This design comes from an exercise in tuning for small area and a short achievable clock period on the open sky130 flow, not from production work. At most, simulation tests tie the RTL to the original design; equivalence was not proved.

==> run a <==
// sig_altmult_add
module sig_altmult_add
(
	input signed [15:0] dataa, datab, datac, datad,
	input 		clock, aclr,
	output reg 	[32:0] result
);
export LEC_CHECK = 0
export CAP_MARGIN = 20
export CORE_MARGIN = 2
export CORE_UTILIZATION = 40
export CTS_BUF_LIST = sky130_fd_sc_hd__clkbuf_16
export CTS_CLUSTER_DIAMETER = 100
export CTS_CLUSTER_SIZE = 28
export SETUP_SLACK_MARGIN = 3.95
export SLEW_MARGIN = 20
create_clock -name core_clock -period 7.0 [get_ports {clock}]
standard.sh (not shown) runs the stock make flow with config.mk's settings and CLKGATE_MAP_FILE= SYNTH_SCRIPT=/design/flow/synth_recipe.tcl, a recipe that flattens the netlist after the stock synthesis.
==> flow/flow/run.sh <==
#!/bin/bash
set -uo pipefail
here=$(pwd)
bash standard.sh "SYNTH_ARGS=-noabc" \
  "BUFFER_PORTS_ARGS=-buffer_cell sky130_fd_sc_hd__buf_1" \
  "POST_FLOORPLAN_TCL=$here/flow/upsize.tcl" finish > run_make.log 2>&1
status=$?
tail -20 run_make.log
exit $status
==> flow/flow/upsize.tcl <==
foreach inst [get_cells -quiet {a_r* c_r* m0_* m1_*}] {
  if {[get_property [get_lib_cells -of_objects $inst] name] == "sky130_fd_sc_hd__dfxtp_1"} {
    replace_cell $inst sky130_fd_sc_hd__dfxtp_4
  }
}
==> run b: changes against run a <==
SETUP_SLACK_MARGIN = 3.85   (was 3.95)
==> reports/metrics.csv <==
metric,value,unit
dr_wl_met2,20.5,mm
route.vias.total,11600,
worst_slack,4.04,ns
reg2reg_slack,4.04,ns
drtIter0Drc,1069,
seq_share,25.3,%
fmax,0.338,GHz
fin_crit,2.96,ns
dp_hpwl,33.4,mm
status,finished clean,
grt_usage,20.8,%
Source of the figures above: run a

==> reports/metrics.csv <==
metric,value,unit
seq_share,25.6,%
status,finished clean,
drv_slew,0,
fp-row-count,74,
drtIter0Drc,1205,
dp_hpwl,33.3,mm
route.vias.total,11400,
fin_crit,3.04,ns
worst_slack,3.96,ns
dr_wl_met2,19.7,mm
reg2reg_slack,3.96,ns
fmax,0.329,GHz
Source of the figures above: run b



==> inputs of 07-23 <==
Another version of the RTL of sig_altmult_add (not shown whole).
clock: 7.0 ns
lec_check: 0
cap_margin: 20
core_margin: 2
core_utilization: 40
cts_buf_list: sky130_fd_sc_hd__clkbuf_8
cts_cluster_diameter: 60
cts_cluster_size: 16
setup_slack_margin: 3.95
slew_margin: 20
Scripts as last shown in full above: flow/flow/run.sh, flow/flow/upsize.tcl
==> inputs of 07-01, as changes to 07-23 <==
--- a/flow/design.v
+++ b/flow/design.v
@@ -3,17 +3,17 @@
 	input signed [15:0] dataa, datab, datac, datad,
 	input 		clock, aclr,
 	output reg 	[32:0] result
 );
   reg [15:0] a_r, c_r;
   reg [7:0] m0_one_r, m0_two_r, m0_neg_r, m1_one_r, m1_two_r, m1_neg_r;
   reg [91:0] t_r;
   reg [32:0] s_r;
-  reg v1, v2;
+  reg v1, v2, v3;
   wire [7:0] one0, two0, neg0;
   wire [7:0] one1, two1, neg1;
   wire m0_pp0_0;
   wire m0_pp0_1;
   wire m0_pp0_2;
   wire m0_pp0_3;
   wire m0_pp0_4;
   wire m0_pp0_5;
@@ -2138,22 +2138,23 @@
     t_r[84] <= c406;
     t_r[85] <= c370;
     t_r[86] <= s371;
     t_r[87] <= s407;
     t_r[88] <= s177;
     t_r[89] <= c292;
     t_r[90] <= c408;
     t_r[91] <= c178;
+    s_r <= sum;
   end
   always @(posedge clock or posedge aclr) begin
     if (aclr) begin
       v1 <= 1'b0;
       v2 <= 1'b0;
-      s_r <= {33{1'b0}};
+      v3 <= 1'b0;
     end else begin
       v1 <= 1'b1;
       v2 <= v1;
-      s_r <= v2 ? sum : {33{1'b0}};
+      v3 <= v2;
     end
   end
-  always @* result = s_r;
+  always @* result = s_r & {33{v3}};
 endmodule
==> flow/config.mk (replaced) <==
export PLATFORM = sky130hd
export DESIGN_NAME = sig_altmult_add
export DESIGN_NICKNAME = sig_altmult_add
export VERILOG_FILES = /design/flow/design.v
export SDC_FILE = /design/flow/constraint.sdc
export NUM_CORES = 4
export LEC_CHECK = 0
export CAP_MARGIN = 20
export CORE_MARGIN = 2
export CORE_UTILIZATION = 55
export SETUP_SLACK_MARGIN = 3.95
export SLEW_MARGIN = 20
==> summary of the runs <==
- In 07-23 the setup slack is better than in 07-01, by 0.026 ns.
- Between 07-23 and 07-01, the lower sequential share of layout area is in 07-01 (gap 1.1 points).
- Count of clock-buffer cells in the layout: 07-01 is higher than 07-23 (13).
- Between 07-01 and 07-23, the lower flip-flop and latch count is in 07-23 (gap 1).
- Between 07-23 and 07-01, the lower register-to-register slack is in 07-01 (gap 0.03 ns).
- 07-23 produced a clean layout. 07-01 went through all stages and came out clean.
- In area after synthesis, 07-23 and 07-01 hardly differ.
==> figures <==
| item | 07-23 | 07-01 |
|---|---|---|
| Run status | no timing/DRC/antenna violations | no timing/DRC/antenna violations |
| Layer carrying the most global-route usage | met2 | met1 |
| Fraction of the mapped netlist area in adder cells | 31.4% | 31.5% |
| Fraction of final layout cells with drive strength greater than 1 | 14.5% | 15.0% |
| Fraction of post-synthesis cell area in the top cell type by area | 24.9% | 25.2% |
| Routed met1 length | 19.8 mm | 20.0 mm |
| Final area over synthesized area | 1.117x | 1.132x |
| Non-clock inverter total of the final layout | 50 | 54 |
| Minimum clock period after layout | 3.08 ns | 3.11 ns |
| Die Y | 206 um | 176 um |
| Average routed wire per standard cell | 21.6 um | 22.4 um |
| Final Hold Slack | 0.356 ns | 0.355 ns |
| Endpoint of the lowest-slack register-to-register path | s_r[31] | s_r[26] |
| Initial standard-cell utilization of the core | 40.3% | 55.4% |
| Multi-input gates | 1095 | 1104 |
| Largest area contributor in the netlist | sky130_fd_sc_hd__fa_1 | sky130_fd_sc_hd__dfxtp_1 |
Only the layout flow was run in 07-23; the RTL was not checked for function there.


==> inputs of v5 <==
RTL: one of the versions met above, not the one the previous note started from.
Design sig_altmult_add, start of the top module:
module sig_altmult_add
(
	input signed [15:0] dataa, datab, datac, datad,
	input 		clock, aclr,
	output reg 	[32:0] result
);
==> flow/config.mk <==
export PLATFORM = sky130hd
export DESIGN_NAME = sig_altmult_add
export DESIGN_NICKNAME = sig_altmult_add
export VERILOG_FILES = /design/flow/design.v
export SDC_FILE = /design/flow/constraint.sdc
export NUM_CORES = 4
export LEC_CHECK = 0
export CAP_MARGIN = 20
export CORE_MARGIN = 2
export CORE_UTILIZATION = 40
export SETUP_SLACK_MARGIN = 3.8
export SLEW_MARGIN = 20
==> flow/constraint.sdc <==
create_clock -name core_clock -period 7.0 [get_ports {clock}]
set_input_delay 1.4000 -clock core_clock [delete_from_list [all_inputs] [get_ports {clock}]]
set_output_delay 1.4000 -clock core_clock [all_outputs]
set_load 0.01 [all_outputs]
Scripts as last shown in full above: flow/flow/run.sh, flow/flow/upsize.tcl
==> inputs of v1, as changes to v5 <==
- CTS_BUF_LIST: default -> sky130_fd_sc_hd__clkbuf_8
- CTS_CLUSTER_DIAMETER: default -> 60
- CTS_CLUSTER_SIZE: default -> 16
- SETUP_SLACK_MARGIN: 3.8 -> 3.95
- TNS_END_PERCENT: default -> 10
==> inputs of v33, as changes to v5 <==
==> flow/flow/upsize.tcl (replaced) <==
foreach inst [get_cells -quiet {a_r* c_r* m0_* m1_*}] {
  if {[get_property [get_lib_cells -of_objects $inst] name] == "sky130_fd_sc_hd__dfxtp_1"} {
    replace_cell $inst sky130_fd_sc_hd__dfxtp_2
  }
}
- SETUP_SLACK_MARGIN: 3.8 -> 3.95
==> notes <==
Fmax: v5 < v1 < v33. The lowest clock-buffer cell count belongs to v1, the highest to v33. Sequential share of layout area: v33 < v5 < v1. The lowest cell count belongs to v1, the highest to v33.
==> figures <==
                                                                    v5           v33            v1
Outcome                               no timing/DRC/antenna violations  no timing/DRC/antenna violations  no timing/DRC/antenna violations
Total routing resource utilization after global routing         20.80%        21.03%        20.78%
Post-cts gate resize count                                           9            29            26
Maximum achievable frequency                                 316.1 MHz     327.0 MHz     317.6 MHz
First-pass GRT wire length                                    67840 um      69010 um      68020 um
Worst Reg-to-Reg Cells                                              12            11            11
Worst slack on hold paths                                    0.3595 ns     0.3468 ns     0.3575 ns
Wire length on met2                                           19300 um      19420 um      19260 um
Final worst path period need                                  3.164 ns      3.058 ns      3.149 ns
Number of gates on the worst path with buffers counted              12            11            11


==> 11-23: inputs <==
sig_altmult_add, a different RTL version from the one above (not shown whole).
==> flow/config.mk <==
export PLATFORM = sky130hd
export DESIGN_NAME = sig_altmult_add
export DESIGN_NICKNAME = sig_altmult_add
export VERILOG_FILES = /design/flow/design.v
export SDC_FILE = /design/flow/constraint.sdc
export NUM_CORES = 4
export LEC_CHECK = 0
export CAP_MARGIN = 20
export CORE_MARGIN = 2
export CORE_UTILIZATION = 40
export SETUP_SLACK_MARGIN = 3.8
export SLEW_MARGIN = 20
==> flow/constraint.sdc <==
create_clock -name core_clock -period 7.0 [get_ports {clock}]
set_input_delay 1.4000 -clock core_clock [delete_from_list [all_inputs] [get_ports {clock}]]
set_output_delay 1.4000 -clock core_clock [all_outputs]
set_load 0.01 [all_outputs]
==> flow/flow/upsize.tcl <==
foreach inst [get_cells -quiet {a_r* c_r* m0_* m1_*}] {
  if {[get_property [get_lib_cells -of_objects $inst] name] == "sky130_fd_sc_hd__dfxtp_1"} {
    replace_cell $inst sky130_fd_sc_hd__dfxtp_4
  }
}
Scripts as last shown in full above: flow/flow/run.sh
==> inputs of 08-18, as changes to 11-23 <==
--- a/flow/design.v
+++ b/flow/design.v
@@ -3,17 +3,15 @@
 	input signed [15:0] dataa, datab, datac, datad,
 	input 		clock, aclr,
 	output reg 	[32:0] result
 );
   reg [15:0] a_r, c_r;
   reg [7:0] m0_one_r, m0_two_r, m0_neg_r, m1_one_r, m1_two_r, m1_neg_r;
   reg [91:0] t_r;
-  reg [32:0] s_r;
-  reg cy_r;
-  reg v1, v2, v3;
+  reg v1, v2;
   wire [7:0] one0, two0, neg0;
   wire [7:0] one1, two1, neg1;
   wire m0_pp0_0;
   wire m0_pp0_1;
   wire m0_pp0_2;
   wire m0_pp0_3;
   wire m0_pp0_4;
@@ -2022,26 +2020,28 @@
     t_r[85] <= c370;
     t_r[86] <= s371;
     t_r[87] <= s407;
     t_r[88] <= s177;
     t_r[89] <= c292;
     t_r[90] <= c408;
     t_r[91] <= c178;
-    s_r <= sum;
-    cy_r <= cy;
   end
+  reg [32:0] s_r;
+  reg cy_r;
   always @(posedge clock or posedge aclr) begin
     if (aclr) begin
       v1 <= 1'b0;
       v2 <= 1'b0;
-      v3 <= 1'b0;
+      s_r <= {33{1'b0}};
+      cy_r <= 1'b0;
     end else begin
       v1 <= 1'b1;
       v2 <= v1;
-      v3 <= v2;
+      s_r <= v2 ? sum : {33{1'b0}};
+      cy_r <= v2 & cy;
     end
   end
   wire ia1_1 = s_r[18] & s_r[17];
   wire ia1_3 = s_r[20] & s_r[19];
   wire ia1_5 = s_r[22] & s_r[21];
   wire ia1_7 = s_r[24] & s_r[23];
   wire ia1_9 = s_r[26] & s_r[25];
@@ -2085,9 +2085,9 @@
   assign inc[9] = cy_r & ia4_8;
   assign inc[10] = cy_r & ia4_9;
   assign inc[11] = cy_r & ia4_10;
   assign inc[12] = cy_r & ia4_11;
   assign inc[13] = cy_r & ia4_12;
   assign inc[14] = cy_r & ia4_13;
   assign inc[15] = cy_r & ia4_14;
-  always @* result = {s_r[32:17] ^ inc, s_r[16:0]} & {33{v3}};
+  always @* result = {s_r[32:17] ^ inc, s_r[16:0]};
 endmodule
==> flow/flow/run.sh (replaced) <==
#!/bin/bash
# The standard layout (standard.sh), with two changes: Yosys's generic
# pre-mapping abc pass is skipped (SYNTH_ARGS=-noabc) so the full adders it
# extracts keep their natural polarity, and the ports are buffered with
# buf_1 cells. The make output goes to run_make.log, each tool's log to
# orfs/logs/.
set -uo pipefail
bash standard.sh "SYNTH_ARGS=-noabc" "BUFFER_PORTS_ARGS=-buffer_cell sky130_fd_sc_hd__buf_1" finish > run_make.log 2>&1
status=$?
tail -20 run_make.log
exit $status
--- a/flow/config.mk
+++ b/flow/config.mk
@@ -4,9 +4,9 @@
 export VERILOG_FILES = /design/flow/design.v
 export SDC_FILE = /design/flow/constraint.sdc
 export NUM_CORES = 4
 export LEC_CHECK = 0
 export CAP_MARGIN = 20
 export CORE_MARGIN = 2
 export CORE_UTILIZATION = 40
-export SETUP_SLACK_MARGIN = 3.8
+export SETUP_SLACK_MARGIN = 3.5
 export SLEW_MARGIN = 20
removed: flow/flow/upsize.tcl
==> comparison <==
11-23 went through all stages and came out clean. 08-18 went through all stages and came out clean.
In routed wire length, 08-18 and 11-23 hardly differ.
Against 08-18, the sequential share of layout area of 11-23 is higher by 0.34 points.
Of 11-23 and 08-18, 11-23 has the higher final area (gap about 2.5%, measured against 08-18).
First-iteration DRC count: 08-18 is larger than 11-23 (about 28%).
In 11-23 the synthesized cell count is larger than in 08-18, by about 0.2%.
==> figures <==
metric                                                    11-23           08-18
Run status                                       finished clean  finished clean
Core Area                                           39,900 um^2     40,600 um^2
Clock sink count                                            209             208
Layout Nets                                               1,830           1,813
Total wire length                                     42,700 um       42,800 um
Setup clock skew after layout                         0.0153 ns       0.0114 ns
Number of flip-flops and latches                            209             208
Clock buffer instance count of the final layout              32              27
Synth Area in Simple Gates                                4.44%           3.77%
Multi-input logic portion of the cell area                62.8%           63.0%
Area of the die                                     42,300 um^2     42,600 um^2
Mapped Nets                                               1,837           1,834
No functional check of the RTL was part of any run of this note.

-- what the ideal ports hide --
In the flow no input, the clock included, has a driving cell. The finished layouts below were timed again as built, in two steps.
Step 1 sets driving cells, clkbuf_16 on the clock port and buf_2 on the other inputs (assumed; they add their load-dependent delay and slew).
Step 2 times the ports against the registers' clock, not the clock port: input delays grow and output delays shrink by t, the midpoint of the rising clock arrivals with the driver on.
Three values: no drivers, after step 1, after step 2; two values: the first two.
run	t (ns)	setup slack, ns	worst data-port slew with drivers (ns)	cell pins on the clock port's net
run a	0.546	4.040 / 4.040 / 4.040	0.05	1
run b	0.552	3.964 / 3.964 / 3.964	0.05	1
07-23	0.605	3.915 / 3.915 / 3.915	0.04	1
07-01	0.587	3.889 / 3.889 / 3.889	0.04	1
v5	0.577	3.836 / 3.836 / 3.836	0.05	1
v1	0.606	3.851 / 3.851 / 3.851	0.05	1
v33	0.571	3.942 / 3.942 / 3.942	0.05	1
11-23	0.584	3.435 / 3.384 / 3.818	0.05	1
08-18	0.587	3.454 / 3.403 / 3.532	0.06	1
After both steps setup and hold are still met in every run listed.
